From an optimization exercise on the open Yosys and OpenROAD flow, aimed at small area, a short achievable clock period and few clock cycles; shortcuts taken in it are not production practice.
Only simulation tests tie the RTL to the original design; equivalence was not proved.
Power figures rest on the tool's default switching activity, not on a simulated workload.

## design.v

```verilog
module femtorv_core (
    input  logic        clk,
    input  logic        resetn,
    output logic        mem_valid,
    input  logic        mem_ready,
    output logic [ 3:0] mem_wstrb,
    output logic [31:0] mem_addr,
    output logic [31:0] mem_wdata,
    input  logic [31:0] mem_rdata
);
  logic        valid_q;
  logic [31:2] addr_q;      
  logic [ 3:0] wstrb_q;
  logic [31:0] wdata_q;
  logic        is_data;     
  logic        iv;          
  logic [31:2] pc;          
  logic [31:2] instr;
  logic        pred_q;      
  logic [ 2:0] ld_f3;
  logic [ 1:0] ld_off;
  logic [ 4:0] ld_rd_q;
  logic        ld_en_q;
  logic [31:0] res_q;
  logic        wb_en_q;
  logic        wb_ld_q;
  logic [ 4:0] wb_idx_q;
  assign mem_valid = valid_q;
  assign mem_addr  = {addr_q, 2'b00};
  assign mem_wstrb = wstrb_q;
  assign mem_wdata = wdata_q;
  wire [4:0] opc = instr[6:2];
  wire isBr    =  opc[4] & ~opc[0];
  wire isJal   =  opc[4] &  opc[1];
  wire isJalr  =  opc[4] &  opc[0] & ~opc[1];
  wire isMem   = ~opc[4] & ~opc[2];
  wire isStore =  isMem  &  opc[3];
  wire isLoad  =  isMem  & ~opc[3];
  wire isALU   = ~opc[4] &  opc[2] & ~opc[0];
  wire isOp    =  isALU  &  opc[3];
  wire isU     = ~opc[4] &  opc[2] &  opc[0];
  wire isLui   =  isU    &  opc[3];
  wire isAuipc =  isU    & ~opc[3];
  wire [2:0] f3 = instr[14:12];
  wire [4:0] rd = instr[11:7];
  wire [31:0] Iimm = {{21{instr[31]}}, instr[30:20]};
  wire [31:0] Simm = {{21{instr[31]}}, instr[30:25], instr[11:7]};
  wire [31:0] Uimm = {instr[31:12], 12'b0};
  wire [31:0] rdi = mem_rdata;
  wire         t_s    = rdi[31];
  wire         smallB = (rdi[7] == t_s) & (rdi[30] == t_s);
  wire         smallJ = (rdi[19:12] == {8{t_s}}) & (rdi[20] == t_s) & (rdi[30] == t_s);
  wire         p_new  = rdi[6] & (rdi[3] ? smallJ : (~rdi[2] & smallB));   
  wire [9:2]   t_off  = {rdi[29:25], rdi[3] ? rdi[24:22] : rdi[11:9]};
  wire [10:2]  t_lo   = {1'b0, addr_q[9:2]} + {1'b0, t_off};
  wire [31:10] a_hp1  = addr_q[31:10] + 22'd1;
  wire [31:10] a_hm1  = addr_q[31:10] - 22'd1;
  wire [31:10] t_hi   = (t_lo[10] == t_s) ? addr_q[31:10] : t_lo[10] ? a_hp1 : a_hm1;
  wire [31:2]  t_new  = {t_hi, t_lo[9:2]};
  wire [31:2]  Bimm   = {{20{instr[31]}}, instr[7], instr[30:25], instr[11:9]};
  wire [31:2]  Jimm   = {{12{instr[31]}}, instr[19:12], instr[20], instr[30:22]};
  wire [15:0] ld_half = ld_off[1] ? res_q[31:16] : res_q[15:0];
  wire [ 7:0] ld_byte = ld_off[0] ? ld_half[15:8] : ld_half[7:0];
  wire        ld_sign = ~ld_f3[2] & (ld_f3[0] ? ld_half[15] : ld_byte[7]);
  wire [31:0] wbdata  = ~wb_ld_q | ld_f3[1] ? res_q :
                        ld_f3[0] ? {{16{ld_sign}}, ld_half} : {{24{ld_sign}}, ld_byte};
  logic [31:1][31:0] rf;
  always_ff @(posedge clk)
    for (int i = 1; i < 32; i++)
      if (wb_en_q & (wb_idx_q == i[4:0])) rf[i] <= wbdata;
  logic        is_a_q;      
  logic [31:0] r2_q;
  wire  [4:0]  ra1 = instr[19:15];
  wire  [4:0]  ra2 = instr[24:20];
  wire  [4:0]  pa  = is_a_q ? ra1 : mem_rdata[24:20];
  wire  [31:0] pr  = (pa == 5'd0) ? 32'd0 : rf[pa];
  wire  [31:0] r1  = (wb_en_q & (wb_idx_q == ra1)) ? wbdata : pr;
  wire  [31:0] r2  = (wb_en_q & (wb_idx_q == ra2)) ? wbdata : r2_q;
  logic [31:0] a_q, bx_q;
  logic        sub_q, sra_q;
  logic        r_add, r_slt, r_sltu, r_xor, r_or, r_and, r_sll, r_sr, r_link;
  logic        br_q, jal_q, jalr_q, ld_q, st_q;
  logic [ 2:0] f3_q;
  wire        aluF = isALU;
  wire        sub  = isBr | (isALU & (f3 == 3'b010 | f3 == 3'b011)) |
                     (isOp & f3 == 3'b000 & instr[30]);
  wire [31:0] b    = (isOp | isBr) ? r2 : isStore ? Simm : isU ? Uimm : Iimm;
  always_ff @(posedge clk) begin
    is_a_q <= mem_ready;
    r2_q   <= (mem_ready & ~is_data) ? pr : r2;
    if (is_a_q) a_q <= isAuipc ? {pc, 2'b00} : isLui ? 32'd0 : r1;
    bx_q   <= b ^ {32{sub}};
    sub_q  <= sub;
    sra_q  <= instr[30];
    r_add  <= aluF ? (f3 == 3'b000) : ~(isJal | isJalr);
    r_slt  <= aluF & (f3 == 3'b010);
    r_sltu <= aluF & (f3 == 3'b011);
    r_xor  <= aluF & (f3 == 3'b100);
    r_or   <= aluF & (f3 == 3'b110);
    r_and  <= aluF & (f3 == 3'b111);
    r_sll  <= aluF & (f3 == 3'b001);
    r_sr   <= aluF & (f3 == 3'b101);
    r_link <= isJal | isJalr;
    br_q   <= isBr;
    jal_q  <= isJal;
    jalr_q <= isJalr;
    ld_q   <= isLoad;
    st_q   <= isStore;
    f3_q   <= f3;
  end
  wire [32:0] sum33 = {1'b0, a_q} + {1'b0, bx_q} + {32'd0, sub_q};
  wire [31:0] sum   = sum33[31:0];
  wire        ltu   = ~sum33[32];
  wire        lt    = (a_q[31] ^ ~bx_q[31]) ? a_q[31] : ltu;
  wire        eq    = &(a_q ^ bx_q);     
  wire [31:0] sh_in;
  wire [31:0] sh_out;
  for (genvar k = 0; k < 32; k++) begin : g_rev
    assign sh_in[k]  = r_sll ? a_q[31-k] : a_q[k];
  end
  wire        sh_fill = sra_q & ~r_sll & a_q[31];
  wire [31:0] sh_s1 = bx_q[0] ? {{ 1{sh_fill}}, sh_in[31: 1]} : sh_in;
  wire [31:0] sh_s2 = bx_q[1] ? {{ 2{sh_fill}}, sh_s1[31: 2]} : sh_s1;
  wire [31:0] sh_s3 = bx_q[2] ? {{ 4{sh_fill}}, sh_s2[31: 4]} : sh_s2;
  wire [31:0] sh_s4 = bx_q[3] ? {{ 8{sh_fill}}, sh_s3[31: 8]} : sh_s3;
  wire [31:0] sh_res = bx_q[4] ? {{16{sh_fill}}, sh_s4[31:16]} : sh_s4;
  for (genvar k = 0; k < 32; k++) begin : g_rev2
    assign sh_out[k] = r_sll ? sh_res[31-k] : sh_res[k];
  end
  wire [31:0] res = ({32{r_add }} & sum) |
                    ({32{r_slt }} & {31'd0, lt}) |
                    ({32{r_sltu}} & {31'd0, ltu}) |
                    ({32{r_xor }} & (a_q ^ bx_q)) |
                    ({32{r_or  }} & (a_q | bx_q)) |
                    ({32{r_and }} & (a_q & bx_q)) |
                    ({32{r_sll | r_sr}} & sh_out) |
                    ({32{r_link}} & {pc1, 2'b00});
  wire cond  = (f3_q[2] ? (f3_q[1] ? ltu : lt) : eq) ^ f3_q[0];
  wire [31:2] pc1      = pc + 30'd1;
  wire [31:2] pcimm    = pc + (jal_q ? Jimm : Bimm);
  wire        redirect = jalr_q | ((jal_q | (br_q & cond)) ^ pred_q);
  wire [31:2] target   = jalr_q ? sum[31:2] : pred_q ? pc1 : pcimm;
  wire        exec   = iv & ~is_data;
  wire        writesRd = ~(br_q | ld_q | st_q);
  wire [3:0] smask = f3_q[1] ? 4'b1111 :
                     f3_q[0] ? (sum[1] ? 4'b1100 : 4'b0011) :
                     (4'b0001 << sum[1:0]);
  always_ff @(posedge clk) begin
    if (!is_data)
      wdata_q <= f3[1] ? r2 : f3[0] ? {2{r2[15:0]}} : {4{r2[7:0]}};
    if (mem_ready) begin
      res_q    <= is_data ? mem_rdata : res;
      wb_ld_q  <= is_data;
      wb_idx_q <= is_data ? ld_rd_q : rd;
    end
    if (mem_ready & ~is_data) begin
      instr  <= mem_rdata[31:2];
      pc     <= addr_q;
      pred_q <= p_new;
    end
    if (mem_ready & ~is_data & exec & (ld_q | st_q)) begin
      ld_rd_q <= rd;
      ld_en_q <= ld_q & (rd != 5'd0);
      ld_f3   <= f3_q;
      ld_off  <= sum[1:0];
    end
    if (!resetn) begin
      valid_q <= 1'b0;
      addr_q  <= 30'd0;
      wstrb_q <= 4'd0;
      is_data <= 1'b0;
      iv      <= 1'b0;
      wb_en_q <= 1'b0;
    end else begin
      valid_q <= 1'b1;
      wb_en_q <= mem_ready & (is_data ? ld_en_q : exec & writesRd & (rd != 5'd0));
      if (mem_ready) begin
        if (is_data) begin
          is_data <= 1'b0;
          addr_q  <= pred_q ? pcimm : pc1;
          wstrb_q <= 4'd0;
        end else if (exec & (ld_q | st_q)) begin
          is_data <= 1'b1;
          addr_q  <= sum[31:2];
          wstrb_q <= st_q ? smask : 4'd0;
          iv      <= 1'b1;
        end else if (exec & redirect) begin
          addr_q  <= target;
          iv      <= 1'b0;
        end else begin
          addr_q  <= p_new ? t_new : addr_q + 30'd1;
          iv      <= 1'b1;
        end
      end
    end
  end
endmodule
```

## run.sh

```bash
#!/bin/bash
# synth_recipe.tcl (not shown) runs the flow's synth.tcl, then flattens the netlist and writes it again
# the make line also repeats each setting of config.mk as NAME=value (left out here)
make -C /OpenROAD-flow-scripts/flow DESIGN_CONFIG=/design/flow/config.mk WORK_HOME=/design/flow/orfs CLKGATE_MAP_FILE= SYNTH_SCRIPT=/design/flow/synth_recipe.tcl finish
```

## config.mk

```make
export PLATFORM = sky130hd
export DESIGN_NAME = femtorv_core
export DESIGN_NICKNAME = femtorv_core
export VERILOG_FILES = /design/flow/design.v
export SDC_FILE = /design/flow/constraint.sdc
export NUM_CORES = 4
export LEC_CHECK = 0
export CAP_MARGIN = 20
export CORE_MARGIN = 2
export CORE_UTILIZATION = 50
export SETUP_SLACK_MARGIN = 5
export SLEW_MARGIN = 20
```

## constraint.sdc

```tcl
create_clock -name core_clock -period 10.0 [get_ports {clk}]
set_input_delay 2.0000 -clock core_clock [delete_from_list [all_inputs] [get_ports {clk}]]
set_output_delay 2.0000 -clock core_clock [all_outputs]
set_load 0.01 [all_outputs]
```

==> impl.org, run 1 <==
** Status
- The run finished with no timing, DRC or antenna violations.

** Critical path
- STA puts the critical path data required time at 10.68 ns.
- Critical setup path kind :: in2reg
- The worst register-to-register path begins at bx_q[4].
- Depth of the worst register-to-register path :: 14
- Startpoint types :: primary input
- Maximum fanout along the worst path :: 6
- STA classifies the critical path endpoint as a flip-flop.
- The worst register-to-register path ends at addr_q[10].
- The setup check on the worst reg-to-reg path leaves a slack of 5.01 ns.
- CP arrival :: 6.14 ns

** Clocking
- Clock latency on the worst-skew pair, taken at its later pin, is 0.79 ns.
- After clock tree synthesis, the clock-pin slew on the worst setup and hold paths is 0.06 ns.
- Clock tree buffer depth :: 3
- CTS tree :: built
- The clock tree synthesis step divided the H-tree into 4 levels.
- Number of buffers created by CTS :: 134
- The cell sitting at the root of the clock tree is a clkbuf_16.
- Clock tree sinks :: 1,288

** Floorplanning
- Number of cell rows :: 129
- The die is 356 µm wide.
- From bottom edge to top edge, the die measures 356 µm.
- Core region area :: 123,000 µm²
- I/O pin count :: 104
- The floorplan step defined a die boundary enclosing 126,000 µm².
- For this configuration, the core starts out at a cell density of 0.502.

** Pwr
- Of the total power, the clock network draws 0.316.
- Of the total power, registers draw 0.420.
- Net switching share of the total power :: 0.331
- IR analysis of the VDD net gives a maximum drop of 0.194 mV.
- PwrDens :: 224 nW/µm²
- In this run the power spent charging and discharging nets is 5.25 mW.
- The internal power of the cells totals 10.6 mW.
- Combinational group share of total power :: 0.264
- Static leakage power :: 24.4 nW

** Routing
- The routed design has 219,000 µm of wire.
- Vias per cell :: 6.55
- DR DRC count :: 0
- Dividing the detail-routed wire length by the instance count gives 33.4 µm.
- Via Count :: 43,000
- Post-DRT Antenna Nets :: 0
- Initial DRC count :: 5,619
- Iteration count of the initial detailed-routing pass :: 6

** Layout
- Final-layout fill cell count :: 9,889
- Share of layout cells above drive strength 1 :: 0.171
- Summing all flip-flop and latch instances after layout gives 37,500 µm².
- Compared with the post-synthesis result, the final layout area differs by 14.7%.
- The multi-input combinational cells in the finished layout cover a total of 23,600 µm².
- After the flow finishes, the layout carries non-filler instances totaling 6,567.
- Net count reported at finish :: 4,983

** Min path
- The path class of the tightest hold or removal check is reg2reg.
- In this run the most critical hold path is launched from wstrb_q[1].
- Terminating pin of the worst hold path :: wstrb_q[1]
- Hold path depth :: 2

** Synthesis
- Most used standard cells in the synthesized netlist :: edfxtp_1 (1,166), nand2_1 (544), a21oi_1 (335)
- Cell area after technology mapping :: 61,800 µm²
- The share of synthesized area in the top cell type comes to 0.566.
- In the synthesized netlist the dominant register cell turns out to be edfxtp_1.
- Of the synthesized area, sequential elements account for 0.606.
- Of all cell types, the one taking the most synthesized area is edfxtp_1.
- After synthesis the netlist holds a flip-flop and latch count of 1,288.
- Most numerous cell in the Yosys netlist :: edfxtp_1
- Number of distinct standard cells referenced by the synthesized netlist :: 87
- Avg Cell Area, Syn :: 13.1 µm²
- For this run, the number of Yosys warnings is 1.
- Post-Syn Instances :: 4,703
- Of all flip-flops after synthesis, the portion carrying an async set or reset was 0.
- By area the synthesized netlist is led by edfxtp_1 (57%), mux4_2 (9.1%), dfxtp_1 (4.0%).
- EDFF count, synth :: 1,166

** GRT
- Pin count of the biggest net entering global routing :: 90
- Aggregate global-route resource usage :: 0.344
- The first global-routing pass estimated 308,000 µm of wire.
- For this run the aggregate overflow at the end of global routing stands at 0.
- Number of antenna violations at the first check in global routing :: 8
- Via count of the first global-routing pass :: 41,000

** Timing
- Final min period :: 5.46 ns
- The total count of max-transition violations in the final report came to 0.
- Remaining max-slew budget at the tightest pin :: 0.195
- Between clock sinks in the finished design, the worst skew comes to 0.0449 ns.
- The total count of hold-check failures in the final report was 0.
- Total negative slack for setup checks :: 0 ns
- Derived from the worst setup path, the maximum achievable clock frequency is 183 MHz.
- Final setup violation count :: 0
- Setup repair after global routing could not meet its margin everywhere.
- At the pin with the least slew margin, the transition time is 1.17 ns.
- Of the available clock period, the critical path in the final layout requires 0.546.

** Place
- GP Congestion :: 1.02
- Number of input and output port buffers inserted :: 101
- Post-DP HPWL :: 140,000 µm
- The number of placed instances, taps included, is 6,252.

** Flow run
- The tool flagged a number of max-cap violations equal to 0.
==> metal layers <==
layer | up-vias | GRT usage | wire (µm)
met5 | - | 0 | 40
met4 | 6 | 0.217 | 16700
met3 | 612 | 0.0664 | 18600
met2 | 2211 | 0.542 | 102000
met1 | 21800 | 0.440 | 81800
li1 | 18400 | - | -
==> metrics by stage <==
step	cell area, µm²	total power [mW]	worst slack, ns	hold WS [ns]	utilization
2_1_floorplan	62300	8.99	3.72	0.346	-
5_1_grt	70900	16.3	4.38	0.487	0.576
4_1_cts	70500	15.7	4.61	0.459	0.572
6_report	70900	15.9	4.54	0.464	0.576
3_3_place_gp	65200	10.6	2.29	0.454	0.529
3_5_place_dp	65200	10.6	2.23	0.450	0.529
==> registers in the layout, indices dropped and copies added, names as in the netlist, 2 cells and up <==
signal / count
a_q: 32
addr_q: 30
bx_q: 32
f3_q: 3
instr: 30
ld_f3: 3
ld_off: 2
ld_rd_q: 5
pc: 30
r2_q: 32
res_q: 32
rf: 992
wb_idx_q: 5
wdata_q: 32
wstrb_q: 4
==> layout make-up <==
class,count,area share
Sequential cell,1288,0.528
Multi-Input combinational cell,2959,0.332
Clock buffer,164,0.0492
Timing Repair Buffer,277,0.0388
Tap cell,1637,0.0289
Clock inverter,82,0.0133
Inverter,155,0.00887
Timing Repair inverter,3,0.000353
Antenna cell,2,0.0000706
==> layout by cell type (no fill, tap or decap), types with 15 or more instances in the layout <==
master           count
buf_6               17
clkinv_1            23
mux2i_1             75
a211oi_1            36
nor3_1              42
o21ai_1             43
clkdlybuf4s50_1     86
a22oi_1             21
a221o_1             29
ha_1               109
nand2b_1            24
a2bb2oi_1           15
nand4_1             29
nand2_1            539
a221oi_1            61
a21o_1              48
o21ai_0            202
and3_1              33
dfxtp_1            117
a21oi_1            310
clkinv_2            33
o211ai_1            75
buf_4              138
mux4_2             251
a21oi_2             24
nor2_4              31
a31oi_1             57
inv_1              145
nand3_1             69
o21bai_1            15
o21a_1              28
xor2_1              67
clkbuf_16          138
a22o_1              18
mux2_2              34
edfxtp_1          1166
clkbuf_1            28
xnor2_1            103
nor2_1             249
==> worst max-delay path: stages <==
cell and delay (ns):
buf_12 0.11, nand2_4 0.05, o21ai_2 0.05, ha_2 0.19, fa_2 0.36, a21o_1 0.18, a21oi_2 0.20, o21ai_2 0.09
o41a_1 0.37, clkinvlp_4 0.14, buf_12 0.14, ha_4 0.21, a211oi_4 0.21, o21bai_1 0.13, or3_1 0.32, or3_4 0.42
a31o_4 0.23, a21oi_2 0.13, xnor2_1 0.15, o211ai_1 0.11, a21o_1 0.18, a31oi_1 0.16
==> power groups by stage <==
stage / sequential, mW / combinational, mW / clock (mW)
2_1_floorplan: 6.63 / 2.36 / 0
3_3_place_gp: 6.76 / 3.81 / 0
3_5_place_dp: 6.77 / 3.82 / 0
4_1_cts: 6.64 / 4.00 / 5.07
5_1_grt: 6.66 / 4.39 / 5.29
6_report: 6.66 / 4.18 / 5.02
==> kinds of logic after synthesis <==
group,count (synthesis),synth area share
XOR/XNOR,178,0.0253
adder cells (fa/ha/maj),130,0.0269
AND/OR/NAND/NOR,1125,0.0794
multiplexers,364,0.111
AO/OA/AOI/OAI,1159,0.122
buffers and inverters,458,0.0297
flip-flops,1288,0.606
other,1,0.0000607
==> what timing repair did <==
action	CTS	global route
setup buffers	44	10
gates cloned	7	4
hold buffers	0	0
resized for setup	115	55
pin swaps	41	21
hold endpoints to repair	0	0
setup endpoints to repair	93	41
==> worst max-delay path by stage <==
stage,start,to,slack [ns],cells after the start
finish,mem_rdata[3],addr_q[28],4.54,22
global route,mem_rdata[3],addr_q[30],4.38,22
CTS,mem_rdata[3],addr_q[28],4.61,22
detailed placement,mem_rdata[3],addr_q[31],2.23,19
global placement,mem_rdata[3],addr_q[31],2.29,19
floorplan,mem_rdata[3],addr_q[30],3.72,21
Testbench counts, summed over its fixed seeds: cycles 79,072.
==> run 2: changes to the inputs <==
--- a/design.v
+++ b/design.v
@@ -47,18 +47,14 @@
   wire [31:0] Simm = {{21{instr[31]}}, instr[30:25], instr[11:7]};
   wire [31:0] Uimm = {instr[31:12], 12'b0};
   wire [31:0] rdi = mem_rdata;
-  wire         t_s    = rdi[31];
-  wire         smallB = (rdi[7] == t_s) & (rdi[30] == t_s);
-  wire         smallJ = (rdi[19:12] == {8{t_s}}) & (rdi[20] == t_s) & (rdi[30] == t_s);
-  wire         p_new  = rdi[6] & (rdi[3] ? smallJ : (~rdi[2] & smallB));   
+  wire         p_new  = rdi[6] & (rdi[3] | ~rdi[2]);           
   wire [9:2]   t_off  = {rdi[29:25], rdi[3] ? rdi[24:22] : rdi[11:9]};
-  wire [10:2]  t_lo   = {1'b0, addr_q[9:2]} + {1'b0, t_off};
-  wire [31:10] a_hp1  = addr_q[31:10] + 22'd1;
-  wire [31:10] a_hm1  = addr_q[31:10] - 22'd1;
-  wire [31:10] t_hi   = (t_lo[10] == t_s) ? addr_q[31:10] : t_lo[10] ? a_hp1 : a_hm1;
-  wire [31:2]  t_new  = {t_hi, t_lo[9:2]};
+  wire [9:2]   t_lo   = addr_q[9:2] + t_off;
+  wire [31:2]  a_inc  = addr_q + 30'd1;
+  wire [31:2]  t_next = ({30{p_new}} & {addr_q[31:10], t_lo}) | ({30{~p_new}} & a_inc);
   wire [31:2]  Bimm   = {{20{instr[31]}}, instr[7], instr[30:25], instr[11:9]};
   wire [31:2]  Jimm   = {{12{instr[31]}}, instr[19:12], instr[20], instr[30:22]};
+  wire [31:2]  pcimm  = pc + (isJal ? Jimm : Bimm);
   wire [15:0] ld_half = ld_off[1] ? res_q[31:16] : res_q[15:0];
   wire [ 7:0] ld_byte = ld_off[0] ? ld_half[15:8] : ld_half[7:0];
   wire        ld_sign = ~ld_f3[2] & (ld_f3[0] ? ld_half[15] : ld_byte[7]);
@@ -68,27 +64,27 @@
   always_ff @(posedge clk)
     for (int i = 1; i < 32; i++)
       if (wb_en_q & (wb_idx_q == i[4:0])) rf[i] <= wbdata;
-  logic        is_a_q;      
   logic [31:0] r2_q;
   wire  [4:0]  ra1 = instr[19:15];
   wire  [4:0]  ra2 = instr[24:20];
-  wire  [4:0]  pa  = is_a_q ? ra1 : mem_rdata[24:20];
-  wire  [31:0] pr  = (pa == 5'd0) ? 32'd0 : rf[pa];
+  wire  [4:0]  pa  = mem_ready ? mem_rdata[24:20] : ra1;
+  wire  [31:0][31:0] rfv = {rf, 32'd0};    
+  wire  [31:0] pr  = rfv[pa];
   wire  [31:0] r1  = (wb_en_q & (wb_idx_q == ra1)) ? wbdata : pr;
   wire  [31:0] r2  = (wb_en_q & (wb_idx_q == ra2)) ? wbdata : r2_q;
   logic [31:0] a_q, bx_q;
   logic        sub_q, sra_q;
   logic        r_add, r_slt, r_sltu, r_xor, r_or, r_and, r_sll, r_sr, r_link;
   logic        br_q, jal_q, jalr_q, ld_q, st_q;
+  logic        tgt_ok_q;    
   logic [ 2:0] f3_q;
   wire        aluF = isALU;
   wire        sub  = isBr | (isALU & (f3 == 3'b010 | f3 == 3'b011)) |
                      (isOp & f3 == 3'b000 & instr[30]);
   wire [31:0] b    = (isOp | isBr) ? r2 : isStore ? Simm : isU ? Uimm : Iimm;
   always_ff @(posedge clk) begin
-    is_a_q <= mem_ready;
     r2_q   <= (mem_ready & ~is_data) ? pr : r2;
-    if (is_a_q) a_q <= isAuipc ? {pc, 2'b00} : isLui ? 32'd0 : r1;
+    a_q    <= isAuipc ? {pc, 2'b00} : isLui ? 32'd0 : r1;    
     bx_q   <= b ^ {32{sub}};
     sub_q  <= sub;
     sra_q  <= instr[30];
@@ -107,6 +103,7 @@
     ld_q   <= isLoad;
     st_q   <= isStore;
     f3_q   <= f3;
+    tgt_ok_q <= (pcimm == addr_q);
   end
   wire [32:0] sum33 = {1'b0, a_q} + {1'b0, bx_q} + {32'd0, sub_q};
   wire [31:0] sum   = sum33[31:0];
@@ -137,9 +134,10 @@
                     ({32{r_link}} & {pc1, 2'b00});
   wire cond  = (f3_q[2] ? (f3_q[1] ? ltu : lt) : eq) ^ f3_q[0];
   wire [31:2] pc1      = pc + 30'd1;
-  wire [31:2] pcimm    = pc + (jal_q ? Jimm : Bimm);
-  wire        redirect = jalr_q | ((jal_q | (br_q & cond)) ^ pred_q);
-  wire [31:2] target   = jalr_q ? sum[31:2] : pred_q ? pc1 : pcimm;
+  wire        taken    = jal_q | (br_q & cond);
+  wire        redirect = jalr_q | (taken ? ~(pred_q & tgt_ok_q) : pred_q);
+  wire [31:2] target   = jalr_q ? sum[31:2] :
+                         (({30{taken}} & pcimm) | ({30{~taken}} & pc1));
   wire        exec   = iv & ~is_data;
   wire        writesRd = ~(br_q | ld_q | st_q);
   wire [3:0] smask = f3_q[1] ? 4'b1111 :
@@ -188,7 +186,7 @@
           addr_q  <= target;
           iv      <= 1'b0;
         end else begin
-          addr_q  <= p_new ? t_new : addr_q + 30'd1;
+          addr_q  <= t_next;
           iv      <= 1'b1;
         end
       end
==> flow/run.sh (new file) <==
#!/bin/bash
export SETUP_SLACK_MARGIN=6.0
bash standard.sh > standard.log 2>&1
==> standard.sh (new file) <==
#!/bin/bash
# synth_recipe.tcl (not shown) runs the flow's synth.tcl, then flattens the netlist and writes it again
# the make line also repeats each setting of config.mk as NAME=value (left out here)
make -C /OpenROAD-flow-scripts/flow DESIGN_CONFIG=/design/flow/config.mk WORK_HOME=/design/flow/orfs CLKGATE_MAP_FILE= SYNTH_SCRIPT=/design/flow/synth_recipe.tcl "${@:-finish}"
--- a/config.mk
+++ b/config.mk
@@ -8,5 +8,4 @@
 export CAP_MARGIN = 20
 export CORE_MARGIN = 2
 export CORE_UTILIZATION = 50
-export SETUP_SLACK_MARGIN = 5
 export SLEW_MARGIN = 20
removed: run.sh
==> run 2 against run 1 <==
Effect of this change: sequential power fell by 1%; routed wire length fell by 0.87%; clock-buffer cell count up 25; critical path type is now reg2reg; critical endpoint is now tgt_ok_q.
==> impl.org, run 2 <==
** Timing
- Remaining max-slew budget at the tightest pin :: 0.192
- Count of final hold-check violations :: 0
- Clock skew on the completed layout was measured at 0.0394 ns.
- Adding up every negative setup slack in the final design gives 0 ns.
- Across all setup checks in the final design, the least slack found is 5.90 ns.
- At the pin with the least slew margin, the transition time is 1.20 ns.
- Final setup violation count :: 0
- Max Freq :: 244 MHz
- Unrepaired setup endpoints after global routing :: yes
- The total count of max-transition violations in the final report is 0.
- Worst hold slack :: 0.480 ns
- Portion of the clock cycle consumed by the worst path in the final layout :: 0.410
- After layout, the minimum clock period comes to 4.10 ns.

** Synthesis
- After synthesis the netlist holds a flip-flop and latch count of 1,288.
- Ranked by instance count, the synthesized netlist is headed by edfxtp_1 (1,134), nand2_1 (553), a21oi_1 (320).
- Post-Syn Instances :: 4,657
- Post-synthesis async set-or-reset flop share :: 0
- Each instance of the synthesized netlist takes up on average 13.0 µm².
- Leading area contributor after synthesis :: edfxtp_1
- Cell area after technology mapping :: 60,700 µm²
- In this run, synthesis inferred 1,134 flip-flops with an integrated enable.
- Number of distinct standard cells referenced by the synthesized netlist :: 90
- For this run, the number of Yosys warnings is 1.
- Most used flip-flop cell after synthesis :: edfxtp_1
- For this run, the register share of the synthesized area comes to 0.611.
- Most numerous cell in the Yosys netlist :: edfxtp_1
- Of the post-synthesis cell area, the dominant cell type holds 0.561.
- Biggest area contributors in the synthesized netlist :: edfxtp_1 (56%), mux4_2 (9.5%), dfxtp_1 (5.1%)

** GRT
- The via count of the first global-routing pass is 39,800.
- Wire length of the first global-routing pass :: 302,000 µm
- Entering global routing, the biggest net connects 161 pins.
- For this run, the total global-route usage over all layers was measured as 0.341.
- Number of antenna violations at the first check in global routing :: 10
- For this run the aggregate overflow at the end of global routing stands at 0.

** Critical path
- CP arrival :: 4.80 ns
- The worst setup path is captured at a flip-flop.
- The worst setup path is launched from a flip-flop.
- Depth of the worst register-to-register path :: 17
- Critical setup path kind :: reg2reg
- Maximum fanout along the worst path :: 11
- Source of the worst register-to-register timing path :: instr[3]
- For the worst setup path, the data required time is 10.70 ns.
- Critical path origin :: instr[3]

** Floorplanning
- In this run the vertical extent of the chip is 353 µm.
- Horizontal die dimension :: 353 µm
- The die covers 124,000 µm².
- Number of cell rows :: 127
- I/O pin count :: 104
- The floorplan step defined a core boundary enclosing 120,000 µm².
- Starting density of the core :: 0.505

** Layout
- The library cell used most frequently in the layout, excluding fill and tap cells, is edfxtp_1.
- Final-layout fill cell count :: 9,628
- Share of layout cells above drive strength 1 :: 0.182
- Area growth, synth to finish :: 15.4%
- The library cells used most frequently in the layout, excluding fill and tap cells, are edfxtp_1 (1,134), nand2_1 (546), a21oi_1 (301).
- The net count of the finished layout is 4,930.
- Register with the highest flop count :: rf
- Non-Filler Cell Area, Final :: 70,100 µm²
- The register with the most flip-flops in the layout has 992 of them.
- Once layout is complete, the utilization of the core stands at 0.583.
- Finished Layout Cells :: 6,511

** Routing
- In this run, the number of DRC markers left after iteration 0 of detailed routing was 5,928.
- DR DRC count :: 0
- The first detailed-routing pass took 6 iterations.
- The final route contains 42,500 vias.
- The detail route stage leaves a number of antenna-violating nets equal to 0.
- Dividing the detail-routed wire length by the instance count gives 33.4 µm.
- Dividing the detail-routed via count by the number of cells gives 6.52.
- After detailed routing, the total wire length is 218,000 µm.

** Place
- The placed instances occupy a cell area of 63,900 µm².
- Number of input and output port buffers inserted :: 101
- The number of placed instances, taps included, is 6,186.
- Post-DP HPWL :: 138,000 µm
- Pre-CTS WS :: 3.58 ns
- Routability-driven placement finished with a final weighted congestion of 1.04.

** Pwr
- Summed over all cells, the static leakage comes to 24.2 nW.
- Summing internal, switching and leakage power gives 15.1 mW.
- Maximum ir drop on the vdd rail :: 0.188 mV
- Power spread over the standard cell area amounts to 216 nW/µm².

** Clocking
- TritonCTS built the clock tree.
- Buffers inserted during clock tree synthesis total 138.
- The tree is rooted in a clkbuf_16.
- In this run the number of H-tree levels came out at 4.
- Clock latency on the worst-skew pair, taken at its later pin, is 0.80 ns.
- In this run the deepest clock path goes through 3 buffers.
- CTS saw 1,288 sinks.
- CTS clock-pin slew for the worst setup and hold paths :: 0.06 ns

** Min path
- HP Start :: wstrb_q[2]
- The worst hold path was traced through 2 stages.
- The min-delay analysis places its worst path in the category reg2reg.

** Flow run
- Across the run, the number of max-cap violations was 0.

** Status
- The flow ran to the end and the layout has no timing, DRC or antenna violations.
## run 2: cell count changes after synthesis, sizes merged, moves of 26 or more
cell / previous run / this run
edfxtp: 1166 / 1134
nand3: 69 / 186
a31oi: 60 / 29
buf: 99 / 69
dfxtp: 122 / 154
a221o: 29 / 3
o21ai: 256 / 307
o211ai: 75 / 37
## run 2: final timing paths
path / to / slack (ns)
max: tgt_ok_q / 5.90
min: wstrb_q[2] / 0.48
min reg2reg: wstrb_q[2] / 0.48
max reg2reg: tgt_ok_q / 5.90
## run 2: cells by family (layout without fill, tap and decap cells)
logic type,count (synthesis),in the layout,synth area share
AO/OA/AOI/OAI,1023,1024,0.104
XOR/XNOR,180,180,0.0278
adder cells (fa/ha/maj),106,106,0.0223
buffers and inverters,459,690,0.0291
flip-flops,1288,1288,0.611
multiplexers,379,385,0.116
other,1,4,0.0000617
AND/OR/NAND/NOR,1221,1222,0.0892
## run 2: final cells by class
| class | count | area (µm²) | share of cell area |
|---|---|---|---|
| well taps | 1612 | 2020 | 0.0288 |
| diodes | 2 | 5.00 | 0.0000714 |
| clock buffers | 189 | 3790 | 0.0541 |
| repair buffers | 280 | 2780 | 0.0397 |
| clock inverters | 59 | 639 | 0.00912 |
| inverters | 162 | 622 | 0.00887 |
| multi-input cells | 2919 | 23100 | 0.329 |
| flip-flops and latches | 1288 | 37200 | 0.530 |
## run 2: critical path, cell delays in order (launching register included)
cell        delay [ns]
edfxtp_1          0.43
nand2_4           0.14
clkinvlp_4        0.12
buf_8             0.15
nand2_2           0.07
nand2_2           0.09
ha_4              0.24
nor2b_1           0.14
o31a_1            0.33
o31a_1            0.37
a211o_1           0.35
buf_4             0.16
xor2_2            0.26
xnor2_1           0.17
o2111ai_1         0.15
nor4_2            0.30
nand4_1           0.22
nor4_2            0.34
## run 2: report_power, final
group	internal, mW	switching (mW)
clock network	2.84	2.19
logic	1.18	2.33
registers	6.33	0.260
## run 2: repair_timing
action,4_1_cts,5_1_grt
setup endpoints to repair,176,97
hold buffers,0,0
pin swaps,29,28
buffers inserted,34,26
gates cloned,8,7
resized for setup,160,104
## run 2: routing by layer
layer,routed length [µm],global-route usage,vias to the layer above,share of wire
met2,97800,0.516,2532,0.45
met1,86300,0.475,21400,0.40
met4,12600,0.174,12,0.058
li1,-,-,18000,-
met3,20900,0.0624,491,0.096
met5,62,0,-,0.00028
Testbench counts of run 2, summed over its fixed seeds: cycles 79,262.
==> run 3: changes to the inputs <==
==> flow/run.sh (replaced) <==
#!/bin/bash
export SETUP_SLACK_MARGIN=6.0
export BUFFER_PORTS_ARGS="-buffer_cell sky130_fd_sc_hd__buf_4"
bash standard.sh > standard.log 2>&1
==> run 3 against run 2 <==
Effect of this change: still clean; die area is the same; sequential power is essentially flat; combinational power is essentially flat; worst setup slack gained 0.050 ns; synthesized cell count is the same.
==> impl.org, run 3 <==
** Layout
- The final layout contains 4,902 nets.
- Area growth, synth to finish :: 14.6%
- Commonest cells after routing, fill and taps aside :: edfxtp_1 (1,134), nand2_1 (547), a21oi_1 (305)
- Share of layout cells above drive strength 1 :: 0.195
- Flip-flop count of the largest register after layout :: 992
- Final-layout fill cell count :: 9,658
- Leaving out fill and tap cells, the most frequent cell in the layout is edfxtp_1.
- rf holds more flip-flops than any other register.

** Floorplanning
- Pin placement for this block handled 104 I/O pins.
- Starting density of the core :: 0.505
- The floorplan step defined a die boundary enclosing 124,000 µm².
- Die Y :: 353 µm
- The floorplan has 127 rows.
- The core region is 120,000 µm².
- Horizontal die dimension :: 353 µm

** Timing
- Setup repair after global routing could not meet its margin everywhere.
- Worst Skew :: 0.0413 ns
- Portion of the clock cycle consumed by the worst path in the final layout :: 0.405
- The total count of max-transition violations in the final report is 0.
- The total count of hold-check failures in the final report is 0.
- Final min period :: 4.05 ns
- Setup violations remaining at the end of the flow were counted as 0.
- Max Freq :: 247 MHz
- Measured against its own limit, the worst slew margin works out to 0.200.
- Worst Setup Slack, final :: 5.95 ns
- Worst slew pin tran :: 1.17 ns
- On the final layout, the worst hold slack is 0.475 ns.
- Total negative slack for setup checks :: 0 ns

** GRT
- Pin count of the biggest net entering global routing :: 81
- Wire length of the first global-routing pass :: 299,000 µm
- Summed over all layers, the global routing overflow is 0.
- The via count of the first global-routing pass was 39,500.
- Number of antenna violations at the first check in global routing :: 10
- For this run, the total global-route usage over all layers was measured as 0.339.

** Critical path
- The critical path is of the reg2reg type.
- CP arrival :: 4.77 ns
- STA classifies the critical path endpoint as a flip-flop.
- Startpoint types :: flip-flop
- Depth of the worst register-to-register path :: 11
- Worst path required time :: 10.72 ns
- In this run the register-to-register setup slack is 5.95 ns.
- Of all nets on the critical path, the largest fanout is 10.

** Flow run
- Reported max-cap violation count :: 0

** Place
- At the placement stage, the worst setup path has a slack of 3.98 ns.
- At the end of routability-driven placement, the weighted congestion stood at 1.04.
- Number of input and output port buffers inserted :: 101
- Summed over all nets, the half-perimeter wirelength after detailed placement is 135,000 µm.

** Clocking
- CTS tree :: built
- Clock latency on the worst-skew pair, taken at its later pin, is 0.79 ns.
- Counting every sink on the clock net gives 1,288.
- Clock tree synthesis inserted a total of 139 buffers.
- In this run the number of H-tree levels came out at 4.
- Clock tree buffer depth :: 3
- CTS clock-pin slew for the worst setup and hold paths :: 0.06 ns
- The tree is rooted in a clkbuf_16.

** Synthesis
- Counting flops with an async set or reset pin after synthesis yields a share of 0.
- Number of distinct standard cells referenced by the synthesized netlist :: 90
- The synthesized design contains 1,134 enable-type register cells.
- Synthesized flop and latch total :: 1,288
- After synthesis, the most frequently instantiated cells are edfxtp_1 (1,134), nand2_1 (553), a21oi_1 (320).
- The share of synthesized area in the top cell type comes to 0.561.
- For this run, the number of Yosys warnings is 1.
- In the synthesized netlist, the number of instances is 4,657.
- After synthesis the cells add up to 60,700 µm².
- edfxtp_1 is the most common cell in the netlist.
- Leading area contributor after synthesis :: edfxtp_1
- Sorting the synthesized cells by area gives the leading types as edfxtp_1 (56%), mux4_2 (9.5%), dfxtp_1 (5.1%).
- Most used flip-flop cell after synthesis :: edfxtp_1
- Of the synthesized area, sequential elements account for 0.611.
- Averaged over all synthesized cells, the footprint is 13.0 µm².

** Status
- Status :: complete, no violations

** Pwr
- P_sw :: 4.83 mW
- For this design the ratio of total power to cell area is 217 nW/µm².
- The internal portion of the total power is 10.3 mW.
- The share of total power dissipated in the clock network is 0.332.
- Across the VDD grid, the largest voltage drop is 0.188 mV.
- Reg power frac :: 0.437
- Combinational group share of total power :: 0.231
- Net switching share of the total power :: 0.320
- For this design the static power due to leakage is 24.2 nW.

** Routing
- Post-detailed-routing wire length :: 215,000 µm
- Dividing the detail-routed wire length by the instance count gives 33.1 µm.
- Iteration count of the initial detailed-routing pass :: 6
- After detailed routing, the number of remaining DRC violations is 0.
- Once detail routing completed, the nets flagged for antenna violations numbered 0.
- Initial DRC count :: 5,864
- Via Count :: 42,400
- After detailed routing, the number of vias per cell comes to 6.53.

** Min path
- The min-delay analysis places its worst path in the category reg2reg.
- Hold path depth :: 2
[run 3: power groups by stage]
| stage | Sequential [mW] | Combinational [mW] | Clock (mW) |
|---|---|---|---|
| floorplan | 6.56 | 1.92 | 0 |
| global placement | 6.69 | 3.14 | 0 |
| detailed placement | 6.69 | 3.14 | 0 |
| CTS | 6.58 | 3.28 | 5.07 |
| global route | 6.60 | 3.64 | 5.28 |
| finish | 6.60 | 3.48 | 5.02 |
[run 3: kinds of logic (layout without fill, tap and decap cells)]
kind of cell	count (synthesis)	in the layout	synth area share
buf+inv	459	671	0.0291
other cells	1	3	0.0000617
xor+xnor	180	180	0.0278
compound gates	1023	1023	0.104
simple gates	1221	1222	0.0892
mux	379	382	0.116
flops	1288	1288	0.611
fa+ha+maj	106	106	0.0223
[run 3: area by class of cell]
class	count	area, µm²	area share
clock inverter	82	768	0.0110
antenna	1	2.50	0.0000359
timing repair buffer	255	2430	0.0349
clock buffer	172	3650	0.0524
tap	1612	2020	0.0290
inverter	162	622	0.00893
sequential	1288	37200	0.534
multi-input combinational	2915	23000	0.330
[run 3: per-layer routing]
layer  wire length (µm)  GRT usage
met5                 69          0
met4              13500      0.188
met3              19400     0.0645
met2              97900      0.519
met1              84000      0.458
[run 3: path summary, 6_finish.rpt]
| kind | startpoint | to |
|---|---|---|
| worst min-delay path | wstrb_q[1] | wstrb_q[1] |
| worst min register to register | wstrb_q[1] | wstrb_q[1] |
| worst max register to register | a_q[18] | flip-flop |
| worst max-delay path | a_q[18] | flip-flop |
[run 3: repair_timing]
| item | CTS | global route |
|---|---|---|
| cloned | 10 | 3 |
| setup endpoints to repair | 146 | 85 |
| setup buffers | 19 | 21 |
| pin swaps | 14 | 32 |
| hold buffers | 0 | 0 |
| gates resized for setup | 119 | 96 |
[run 3: critical path, cell delays in order, from the launching register on]
cell	delay, ns
dfxtp_1	0.74
inv_1	0.24
ha_1	0.49
nand4_1	0.31
o21bai_1	0.30
a31o_4	0.28
a211o_1	0.31
and2_2	0.28
o31ai_4	0.61
a21oi_1	0.10
o221ai_1	0.10
o221a_1	0.20
[run 3: metrics by stage]
stage	cell area [µm²]	cells	utilization	total power, mW
2_1_floorplan	60900	4658	-	8.48
5_1_grt	69600	6486	0.579	15.5
3_3_place_gp	63600	6179	0.529	9.83
4_1_cts	69000	6462	0.573	14.9
6_report	69600	6487	0.579	15.1
3_5_place_dp	63600	6179	0.529	9.83
==> run 4: changes to the inputs <==
--- a/config.mk
+++ b/config.mk
@@ -8,4 +8,5 @@
 export CAP_MARGIN = 20
 export CORE_MARGIN = 2
 export CORE_UTILIZATION = 50
+export CTS_BUF_LIST = sky130_fd_sc_hd__clkbuf_4 sky130_fd_sc_hd__clkbuf_8
 export SLEW_MARGIN = 20
==> run 4 against run 3 <==
Effect of this change: critical path type unchanged; non-clock buffer count grew 5; synthesized area is the same; routed wire length grew 0.30%; sequential share of layout area grew 0.11 points.
==> impl.org, run 4 <==
** Critical path
- For the worst flop-to-flop path, the logic depth is 16.
- The worst setup path is captured at a flip-flop.
- The critical path crosses 16 cells after its start point.
- The setup path with the least slack is of type reg2reg.
- For this run, the slowest stage of the critical path takes 0.44 ns.
- For the worst setup path, the data arrival time is 4.91 ns.
- Traced cell by cell, the critical path runs through nand2_4 > inv_4 > buf_4 > nand2_2 > nand2_2 > ha_4 > nor2b_4 > o31a_1 > o31a_1 > a211o_4 > a221o_2 > o41ai_4 > xnor2_2 > buf_4 > xor2_1 > nor4_2.
- Among all stages on the critical path, the largest delay is contributed by a221o_2.
- Grouping stages by cell kind, the critical path spends the most delay in compound AO/OA/AOI/OAI gates.
- Maximum fanout along the worst path :: 5
- R2r setup slk :: 5.95 ns
- For the worst setup path, the data required time is 10.86 ns.
- Critical path buffer and inverter count :: 3
- Startpoint types :: flip-flop

** GRT
- The via count of the first global-routing pass came to 40,100.
- Pin count of the biggest net entering global routing :: 81
- Wire length of the first global-routing pass :: 301,000 µm
- Aggregate global-route resource usage :: 0.340
- Global route overflow :: 0
- The number of antenna violations at the first check in global routing came to 11.

** Synthesis
- Post-synthesis sequential area ratio :: 0.611
- Most used standard cells in the synthesized netlist :: edfxtp_1 (1,134), nand2_1 (553), a21oi_1 (320)
- Most used flip-flop cell after synthesis :: edfxtp_1
- Counting flops with a built-in enable in the synthesized netlist gives 1,134.
- Number of distinct standard cells referenced by the synthesized netlist :: 90
- edfxtp_1 is the most common cell in the netlist.
- Avg Cell Area, Syn :: 13.0 µm²
- Biggest area contributors in the synthesized netlist :: edfxtp_1 (56%), mux4_2 (9.5%), dfxtp_1 (5.1%)
- The cell area that synthesis handed to floorplanning was 60,700 µm².
- For this run, the number of Yosys warnings is 1.
- Synthesized flop and latch total :: 1,288
- Post-synthesis async set-or-reset flop share :: 0
- Area share of the leading cell type in the synthesized netlist :: 0.561
- Leading area contributor after synthesis :: edfxtp_1
- Post-Syn Instances :: 4,657

** Place
- GP Congestion :: 1.04
- Number of input and output port buffers inserted :: 101
- Post-DP HPWL :: 135,000 µm
- Summing all placed instances gives a cell area of 63,600 µm².

** Routing
- Post-DRT Antenna Nets :: 0
- In the routed design, unresolved DRC markers number 0.
- Across all layers, the routed design uses 43,100 vias.
- Initial DRC count :: 5,721
- Post-detailed-routing wire length :: 216,000 µm
- Dividing the detail-routed wire length by the instance count gives 32.5 µm.
- Iteration count of the initial detailed-routing pass :: 6
- Using the TritonRoute via totals, the vias-per-cell ratio works out to 6.49.

** Timing
- Unrepaired setup endpoints after global routing :: yes
- Measured against its own limit, the worst slew margin works out to 0.196.
- Setup violations remaining at the end of the flow were counted as 0.
- The total count of max-transition violations in the final report was 0.
- Max Freq :: 247 MHz
- For the pin with the worst max-slew slack, the measured transition is 1.17 ns.
- Worst Skew :: 0.0602 ns
- Worst hold slack :: 0.473 ns
- Portion of the clock cycle consumed by the worst path in the final layout :: 0.405
- Final min period :: 4.05 ns
- The total count of hold-check failures in the final report is 0.
- Adding up every negative setup slack in the final design gives 0 ns.

** Layout
- Area growth, synth to finish :: 14.4%
- Net count reported at finish :: 4,978
- Leaving out fill and tap cells, the most frequent cells in the layout are edfxtp_1 (1,134), nand2_1 (546), a21oi_1 (304).
- Non-Filler Cell Area, Final :: 69,500 µm²
- The register with the most flip-flops in the layout has 992 of them.
- More flip-flops sit in one register than any other, and that register is rf.
- Share of layout cells above drive strength 1 :: 0.220
- Most common cell after layout, fill and taps aside :: edfxtp_1

** Clocking
- CTS tree :: built
- H-tree depth :: 4
- The number of clock buffers added by TritonCTS is 210.
- After clock tree synthesis, the clock-pin slew on the worst setup and hold paths is 0.06 ns.
- Number of hold buffers added after cts :: 0
- The clock reaches the later pin of the worst-skew pair after 0.97 ns.
- Root buffer selected by CTS :: clkbuf_8
- Clock tree sinks :: 1,288
- Clock tree buffer depth :: 3

** Floorplanning
- The die covers 124,000 µm².
- Measured along the x axis, the die boundary spans 353 µm.
- Starting density of the core :: 0.505
- After floorplanning, the core was divided into 127 placement rows.
- During I/O placement, the number of pins put on the boundary was 104.
- Die Y :: 353 µm
- Core region area :: 120,000 µm²

** Min path
- Hold path depth :: 2
- Worst hold path class :: reg2reg

** Pwr
- In this run the static leakage power is 24.3 nW.
- Maximum ir drop on the vdd rail :: 0.151 mV
- PwrDens :: 213 nW/µm²

** Status
- Status :: complete, no violations

** Flow run
- Reported max-cap violation count :: 0
[run 4: kinds of logic after synthesis]
logic type | share of synthesized area
adders and majority gates | 0.0223
and+or+nand+nor | 0.0892
buffers and inverters | 0.0291
muxes | 0.116
other | 0.0000617
xor gates and xnor gates | 0.0278
AOI/OAI and AO/OA | 0.104
DFF | 0.611
[run 4: area by class of cell]
type	count	area, µm²
sequential	1288	37200
fill	9812	50800
tap	1612	2020
inverter	162	622
timing repair buffer	260	2410
clock buffer	308	3690
clock inverter	86	619
antenna	8	20.0
multi-input combinational	2915	23000
[run 4: worst min-delay path, stage by stage, from the launching register on]
cell,delay [ns]
dfxtp_1,0.32
nand2_1,0.06
a21oi_1,0.05
[run 4: per-layer routing]
metal	vias up	global-route usage	routed length [µm]
met5	-	0	51
met4	8	0.195	14100
met3	560	0.0713	20300
met2	2525	0.517	97400
met1	21800	0.457	83700
li1	18100	-	-
[run 4: worst paths after layout]
path / startpoint / end
hold reg to reg: wstrb_q[1] / wstrb_q[1]
setup / recovery: instr[3] / tgt_ok_q
hold / removal: wstrb_q[1] / wstrb_q[1]
setup reg to reg: instr[3] / tgt_ok_q
[run 4: power breakdown]
group	switching, mW	internal [mW]
registers	0.269	6.33
clock network	2.21	2.52
logic	2.33	1.14
[run 4: timing repair]
action | CTS | global route
endpoints found under the setup margin | 122 | 72
pin swaps | 14 | 29
resized for setup | 107 | 103
gates cloned | 9 | 3
setup buffers | 19 | 27
[run 4: through the flow]
| step | util | power (mW) | instances | setup WS, ns |
|---|---|---|---|---|
| 2_1_floorplan | - | 8.48 | 4658 | 5.73 |
| 3_3_place_gp | 0.529 | 9.83 | 6179 | 4.01 |
| 3_5_place_dp | 0.529 | 9.83 | 6179 | 3.98 |
| 4_1_cts | 0.572 | 14.6 | 6601 | 5.96 |
| 5_1_grt | 0.578 | 15.2 | 6633 | 5.81 |
| 6_report | 0.578 | 14.8 | 6639 | 5.95 |
==> run 5: changes to the inputs <==
==> flow/run.sh (replaced) <==
#!/bin/bash
export SETUP_SLACK_MARGIN=5.6
export BUFFER_PORTS_ARGS="-buffer_cell sky130_fd_sc_hd__buf_4"
bash standard.sh > standard.log 2>&1
==> run 5 against run 4 <==
Effect of this change: still clean; fmax down 9.0%; design area down 1.5%; synthesized cell count unchanged; critical path type is now in2reg; critical endpoint is now a_q[20]; largest cell class unchanged.
==> impl.org, run 5 <==
** Critical path
- Worst path required time :: 10.78 ns
- Along the worst path, the maximum fanout reaches 58.
- The worst register-to-register path has a setup slack of 5.60 ns.
- Critical setup path kind :: in2reg
- Startpoint types :: primary input
- CP arrival :: 5.23 ns
- Nature of the critical path endpoint :: flip-flop

** Timing
- Count of final hold-check violations :: 0
- Final setup violation count :: 0
- Worst Setup Slack, final :: 5.55 ns
- At the pin with the least slew margin, the transition time is 1.21 ns.
- Worst Skew :: 0.0870 ns
- The total count of max-transition violations in the final report was 0.
- In the final timing run, aggregate negative setup slack is 0 ns.
- The routed design could run at a clock period as short as 4.45 ns.
- Portion of the clock cycle consumed by the worst path in the final layout :: 0.445
- Max Freq :: 225 MHz
- Setup repair after global routing could not meet its margin everywhere.
- Headroom to the max-slew limit came out at 0.182.

** GRT
- The via count of the first global-routing pass was 40,200.
- Global route overflow :: 0
- For this run, the total global-route usage over all layers was measured as 0.347.
- Number of antenna violations at the first check in global routing :: 12
- Entering global routing, the biggest net connects 161 pins.
- Wire length of the first global-routing pass :: 305,000 µm

** Synthesis
- Leading area contributor after synthesis :: edfxtp_1
- Most used standard cells in the synthesized netlist :: edfxtp_1 (1,134), nand2_1 (553), a21oi_1 (320)
- Averaged over all synthesized cells, the footprint is 13.0 µm².
- Count of yosys warnings during synthesis :: 1
- Yosys mapped a number of flops with a built-in enable equal to 1,134.
- In the synthesized netlist the async set-or-reset flop fraction comes to 0.
- Area share of the leading cell type in the synthesized netlist :: 0.561
- edfxtp_1 is the most common cell in the netlist.
- Number of distinct standard cells referenced by the synthesized netlist :: 90
- Post-Syn Instances :: 4,657
- The cell area that synthesis handed to floorplanning was 60,700 µm².
- Synthesized flop and latch total :: 1,288
- Biggest area contributors in the synthesized netlist :: edfxtp_1 (56%), mux4_2 (9.5%), dfxtp_1 (5.1%)
- Most used flip-flop cell after synthesis :: edfxtp_1
- The share of the Yosys chip area taken by registers is 0.611.

** Floorplanning
- The initial utilization of the core area, before any placement, comes to 0.505.
- The floorplan step set the die height to 353 µm.
- Horizontal die dimension :: 353 µm
- Core region area :: 120,000 µm²
- 104 I/O pins were placed.
- Row generation in the floorplan step produced 127 rows.
- The die covers 124,000 µm².

** Status
- Status :: complete, no violations

** Routing
- Post-DRT Antenna Nets :: 0
- Iteration count of the initial detailed-routing pass :: 6
- The final route contains 42,400 vias.
- DR DRC count :: 0
- Wire length per cell after detailed routing :: 33.2 µm
- The final layout contains routed wiring with a total length of 219,000 µm.
- Initial DRC count :: 5,555
- In the routed layout, each cell is associated on average with a via count of 6.44.

** Layout
- In the layout the commonest cells are edfxtp_1 (1,134), nand2_1 (550), a21oi_1 (309).
- Of the cells placed in the final design, the portion with a size suffix greater than 1 is 0.199.
- Flip-flop count of the largest register after layout :: 992
- Final-layout fill cell count :: 9,790
- In the final layout, the multi-input gates occupy 22,600 µm².
- Finished Layout Cells :: 6,578
- Net count reported at finish :: 4,930
- In the final layout, flip-flops and latches occupy 37,200 µm².
- Most common cell after layout, fill and taps aside :: edfxtp_1
- Core Util, Final :: 0.569
- Counting flops per register, the top entry is rf.
- Area growth, synth to finish :: 12.6%

** Place
- Routability-driven placement finished with a final weighted congestion of 1.02.
- Post-DP HPWL :: 138,000 µm
- Number of input and output port buffers inserted :: 101
- Placed cell count :: 6,172
- Prior to clock tree synthesis, the placed netlist has a worst setup slack of 3.41 ns.

** Flow run
- Across the run, the number of max-cap violations was 0.

** Clocking
- Number of buffers created by CTS :: 207
- Clock tree buffer depth :: 3
- At the later pin of the worst-skew pair, clock insertion delay measures 0.98 ns.
- Root buffer selected by CTS :: clkbuf_8
- Clock tree sinks :: 1,288
- CTS tree :: built
- Number of hold buffers added after cts :: 0
- After clock tree synthesis, the clock-pin slew on the worst setup and hold paths is 0.06 ns.
- The H-tree was split into 4 levels.

** Pwr
- Total power for the finished layout comes to 14.5 mW.
- PwrDens :: 212 nW/µm²
- The worst-case IR drop observed on VDD is 0.178 mV.
- Static leakage power :: 23.9 nW

** Min path
- The worst hold path belongs to the class reg2reg.
## run 5: repair_timing
| action | in CTS | in global routing |
|---|---|---|
| endpoints found under the setup margin | 109 | 64 |
| cloned | 8 | 1 |
| pin swaps | 2 | 2 |
| gates resized for setup | 46 | 48 |
| setup buffers | 10 | 0 |
## run 5: through the flow
stage          cell area, µm²  hold WS, ns
4_1_cts                 68200        0.485
3_3_place_gp            63600        0.453
3_5_place_dp            63600        0.458
2_1_floorplan           60800        0.417
6_report                68400        0.474
5_1_grt                 68400        0.505
## run 5: where the power goes
group          switching, mW  total (mW)  internal (mW)
Clock                   2.22        4.61           2.40
Sequential             0.267        6.60           6.33
Combinational           2.26        3.31           1.05
Total                   4.74        14.5           9.78
## run 5: worst paths after layout
check        startpoint  depth (start not counted)          to
max           mem_ready                         11     a_q[20]
min reg2reg  wstrb_q[3]                          2  wstrb_q[3]
max reg2reg     bx_q[2]                         14   res_q[26]
min          wstrb_q[3]                          2  wstrb_q[3]
## run 5: final cells by class
| type | instances | area share |
|---|---|---|
| inverter | 162 | 0.00900 |
| timing repair buffer | 214 | 0.0271 |
| clock inverter | 89 | 0.00953 |
| multi-input combinational | 2915 | 0.330 |
| clock buffer | 290 | 0.0517 |
| tap | 1612 | 0.0295 |
| antenna | 7 | 0.000256 |
| sequential | 1288 | 0.543 |
| timing repair inverter | 1 | 0.0000731 |
## run 5: worst max-delay path, stage by stage
cell and delay [ns]:
clkbuf_8 0.32, buf_16 0.29, mux2_8 0.52, buf_16 0.26
mux4_2 0.35, nand2_1 0.08, nand3_1 0.11, nand3_1 0.23
o21ai_1 0.23, o211ai_1 0.47, o31ai_1 0.13
## run 5: cell families after synthesis
logic type,synth area share
flops,0.611
fa+ha+maj,0.0223
other cells,0.0000617
buf+inv,0.0291
compound gates,0.104
simple gates,0.0892
xor+xnor,0.0278
mux,0.116
## run 5: layer usage
layer | track usage | routed length [µm]
met3 | 0.0809 | 22100
met4 | 0.173 | 11600
met1 | 0.470 | 86000
met2 | 0.529 | 98800
met5 | 0 | 42
==> run 6: changes to the inputs <==
==> flow/run.sh (replaced) <==
#!/bin/bash
export SETUP_SLACK_MARGIN=6.3
export BUFFER_PORTS_ARGS="-buffer_cell sky130_fd_sc_hd__buf_4"
bash standard.sh > standard.log 2>&1
--- a/config.mk
+++ b/config.mk
@@ -8,5 +8,4 @@
 export CAP_MARGIN = 20
 export CORE_MARGIN = 2
 export CORE_UTILIZATION = 50
-export CTS_BUF_LIST = sky130_fd_sc_hd__clkbuf_4 sky130_fd_sc_hd__clkbuf_8
 export SLEW_MARGIN = 20
==> run 6 against run 5 <==
Effect of this change: design area rose by 4.8%; first-iteration DRC count rose by 13%; combinational power rose by 13%; global-route usage fell by 0.35 points; fmax rose by 6.4%; largest power group unchanged; sequential power barely moved; highest routed layer unchanged; sequential share of layout area fell by 2.4 points.
==> impl.org, run 6 <==
** Status
- The run finished with no timing, DRC or antenna violations.

** Pwr
- P_int :: 10.4 mW
- PwrDens :: 214 nW/µm²
- The analysis attributes to net switching a power of 4.91 mW.
- Combinational group share of total power :: 0.244
- Maximum ir drop on the vdd rail :: 0.199 mV
- Share of power burned in the clock network :: 0.325
- Static leakage power :: 25.0 nW
- Of the total power, registers draw 0.431.
- Of the total power, the share spent switching nets is 0.320.

** Clocking
- Clock tree buffer depth :: 3
- Number of buffers created by CTS :: 136
- Clock latency on the worst-skew pair :: 0.81 ns
- Root buffer selected by CTS :: clkbuf_16
- The number of hold buffers added after CTS was 0.
- Clock tree sinks :: 1,288
- CTS tree :: built
- H-tree depth :: 4
- Clock-pin slew was measured on the worst setup and hold paths at 0.06 ns.

** Critical path
- Maximum fanout along the worst path :: 8
- Critical setup path kind :: reg2reg
- In this design, the largest share of critical-path delay is due to simple AND/OR/NAND/NOR gates.
- The largest single stage delay on the critical path is 0.92 ns.
- STA classifies the critical path endpoint as a flip-flop.
- At the worst endpoint, the required time is 10.68 ns.
- STA puts the critical path data arrival time at 4.86 ns.
- Startpoint types :: flip-flop
- The signal on the critical path passes through a21o_1 > ha_4 > xnor2_1 > or3_1 > o2111ai_1 > nor4_2 > nand4_1 > nor4b_4 > nand4_1 > nor4_2 > nand4_1 > nor4_2.
- The slowest stage of the critical path belongs to the cell edfxtp_1.
- The number of buffers and inverters on the critical path is 0.

** Timing
- Summed over all failing endpoints, the final setup total negative slack is 0 ns.
- Between clock sinks in the finished design, the worst skew comes to 0.0602 ns.
- The worst pin sits at a relative slew slack of 0.204.
- Of the available clock period, the critical path in the final layout requires 0.418.
- The total count of max-transition violations in the final report is 0.
- Final setup violation count :: 0
- Count of final hold-check violations :: 0
- Final min period :: 4.18 ns
- For the pin with the worst max-slew slack, the measured transition is 1.19 ns.
- Unrepaired setup endpoints after global routing :: yes
- Max Freq :: 239 MHz

** GRT
- Global route overflow :: 0
- The via count of the first global-routing pass was 40,200.
- Number of antenna violations at the first check in global routing :: 10
- Pin count of the biggest net entering global routing :: 92
- The first global-routing pass estimated 304,000 µm of wire.
- Aggregate global-route resource usage :: 0.344

** Floorplanning
- For this configuration, the core starts out at a cell density of 0.505.
- Number of cell rows :: 127
- Area enclosed by the die boundary :: 124,000 µm²
- Core region area :: 120,000 µm²
- In this run the vertical extent of the chip is 353 µm.
- I/O pin count :: 104
- In this run the horizontal extent of the chip is 353 µm.

** Synthesis
- In the post-synthesis netlist, the cell with the most instances is edfxtp_1.
- Counting flops and latches in the post-synthesis netlist gives 1,288.
- Sorting the synthesized cells by area gives the leading types as edfxtp_1 (56%), mux4_2 (9.5%), dfxtp_1 (5.1%).
- Counting instances in the post-synthesis netlist gives the leading cell types as edfxtp_1 (1,134), nand2_1 (553), a21oi_1 (320).
- The synthesized design spends more area on one cell type than any other, namely edfxtp_1.
- Post-synthesis sequential area ratio :: 0.611
- The cell area that synthesis handed to floorplanning was 60,700 µm².
- Post-synthesis async set-or-reset flop share :: 0
- A synthesized cell averages 13.0 µm².
- Area share of the leading cell type in the synthesized netlist :: 0.561
- EDFF count, synth :: 1,134
- Count of yosys warnings during synthesis :: 1
- Synthesis produced a netlist whose cell count is 4,657.
- Number of distinct standard cells referenced by the synthesized netlist :: 90
- Most used flip-flop cell after synthesis :: edfxtp_1

** Routing
- Post-detailed-routing wire length :: 218,000 µm
- After detailed routing, the number of vias per cell comes to 6.55.
- After detailed routing, the average wire length per cell comes to 33.2 µm.
- Iteration count of the initial detailed-routing pass :: 6
- DR DRC count :: 0
- Via Count :: 43,000
- Post-DRT Antenna Nets :: 0
- In this run, the number of DRC markers left after iteration 0 of detailed routing was 6,273.

** Min path
- The min-delay analysis places its worst path in the category reg2reg.

** Layout
- Most common cell after layout, fill and taps aside :: edfxtp_1
- For this run, the share of the core covered by cells in the final layout is 0.596.
- Commonest cells after routing, fill and taps aside :: edfxtp_1 (1,134), nand2_1 (540), a21oi_1 (290)
- More flip-flops sit in one register than any other, and that register is rf.
- Final-layout fill cell count :: 9,544
- Compared with the post-synthesis result, the final layout area differs by 18.1%.
- The register with the most flip-flops in the layout has 992 of them.
- For this run, the post-layout net count is 4,978.
- In the final layout, the share of cells above drive strength 1 is 0.234.

** Place
- After legalization and detailed placement, the total HPWL measured 134,000 µm.
- Number of input and output port buffers inserted :: 101
- The congestion estimate from routability-driven global placement came to 1.02.

** Flow run
- Across the run, the number of max-cap violations was 0.
run 6: changes by cell type in the layout (fill, tap and decap cells not counted), moves of 17 or more:
| cell | change |
|---|---|
| a21oi_1 | -19 |
| buf_12 | +19 |
| buf_4 | +53 |
| clkbuf_1 | +41 |
| clkbuf_16 | +142 |
| clkbuf_4 | -72 |
| clkbuf_8 | -213 |
| clkinv_1 | -21 |
| dfxtp_1 | -21 |
| ha_1 | -22 |
| nand3_1 | -17 |
| o21ai_0 | -112 |
| o21ai_1 | +74 |
| o21ai_2 | +30 |
run 6: final timing paths:
path / startpoint / endpoint / slack (ns) / cells past startpoint
worst min-delay path: wstrb_q[1] / wstrb_q[1] / 0.46 / 2
worst max register to register: instr[15] / tgt_ok_q / 5.82 / 12
worst max-delay path: instr[15] / tgt_ok_q / 5.82 / 12
worst min register to register: wstrb_q[1] / wstrb_q[1] / 0.46 / 2
run 6: layout make-up:
class                      instances  area, µm²  area share
antenna                            5       12.5    0.000174
tap                             1612       2020      0.0281
clock buffer                     183       3640      0.0508
multi-input combinational       2919      23800       0.332
inverter                         162        617     0.00860
timing repair buffer             329       3600      0.0502
clock inverter                    69        793      0.0111
sequential                      1288      37200       0.519
timing repair inverter             1       5.00   0.0000698
run 6: kinds of logic after synthesis:
kind of cell,after synthesis,share of synthesized area
AO/OA/AOI/OAI,1023,0.104
adder cells (fa/ha/maj),106,0.0223
multiplexers,379,0.116
AND/OR/NAND/NOR,1221,0.0892
XOR/XNOR,180,0.0278
buffers and inverters,459,0.0291
flip-flops,1288,0.611
other,1,0.0000617
run 6: through the flow:
stage	hold WS [ns]	std cells	worst slack, ns	cell area [µm²]	power [mW]
floorplan	0.417	4658	5.73	61300	8.52
global placement	0.448	6167	3.90	63500	9.82
detailed placement	0.452	6167	3.89	63500	9.83
CTS	0.460	6501	5.88	70200	15.1
global route	0.475	6563	5.66	71700	15.8
finish	0.463	6568	5.82	71700	15.4
run 6: power groups by stage:
stage / sequential, mW / combinational [mW] / clock, mW
6_report: 6.61 / 3.75 / 4.99
5_1_grt: 6.61 / 3.92 / 5.27
4_1_cts: 6.59 / 3.44 / 5.04
3_5_place_dp: 6.70 / 3.12 / 0
3_3_place_gp: 6.71 / 3.11 / 0
2_1_floorplan: 6.56 / 1.96 / 0
run 6: per-layer routing:
| layer | GRT usage | routed length, µm | share of wire | vias to the layer above |
|---|---|---|---|---|
| met5 | 0 | 27 | 0.00012 | - |
| met4 | 0.212 | 16000 | 0.073 | 4 |
| met3 | 0.0665 | 19700 | 0.090 | 595 |
| met2 | 0.535 | 101000 | 0.46 | 2585 |
| met1 | 0.448 | 81800 | 0.38 | 21700 |
| li1 | - | - | - | 18100 |
run 6: worst register-to-register path: stages (launching register included):
cell       delay [ns]
edfxtp_1         0.92
a21o_1           0.36
ha_4             0.28
xnor2_1          0.26
or3_1            0.17
o2111ai_1        0.23
nor4_2           0.27
nand4_1          0.19
nor4b_4          0.35
nand4_1          0.21
nor4_2           0.18
nand4_1          0.27
nor4_2           0.37
run 6: what timing repair did:
item	CTS	global route
setup buffers	56	51
cloned	26	10
setup endpoints to repair	125	134
pin swaps	51	91
hold endpoints to repair	0	0
resized for setup	241	188

==> port drivers added, routing unchanged <==
How much do the figures lean on ideal ports? The routed layouts below were timed once more, with nothing changed but the port constraints.
Step 1, drivers: a clkbuf_16 drives clk and a buf_2 each remaining input, both assumed.
Step 2 adds t to the input delays and takes it off the output delays; t is the mean of the earliest and latest rising clock arrival at the registers after step 1. Input paths then give back, and output paths get back, about the clock's delay inside the block.
Slacks: ideal ports / drivers / drivers and shift; pairs: ideal ports / drivers.
run	shift t [ns]	slack for setup (ns)	hold WS [ns]	worst data-port slew with drivers (ns)
run 1	0.840	4.544 / 4.532 / 3.692	0.464 / 0.464 / 0.464	0.15
run 2	0.859	5.898 / 5.898 / 5.171	0.480 / 0.480 / 0.480	0.12
run 3	0.844	5.948 / 5.948 / 5.164	0.475 / 0.475 / 0.475	0.17
run 4	1.007	5.948 / 5.948 / 5.022	0.473 / 0.473 / 0.473	0.18
run 5	1.006	5.547 / 5.582 / 4.576	0.474 / 0.474 / 0.474	0.13
run 6	0.849	5.816 / 5.816 / 5.205	0.463 / 0.463 / 0.463	0.20
After both steps setup and hold are still met in every run listed. The setup slack of run 5, which loses most, moves by +0.035 ns with the drivers and by -0.971 ns with both steps.
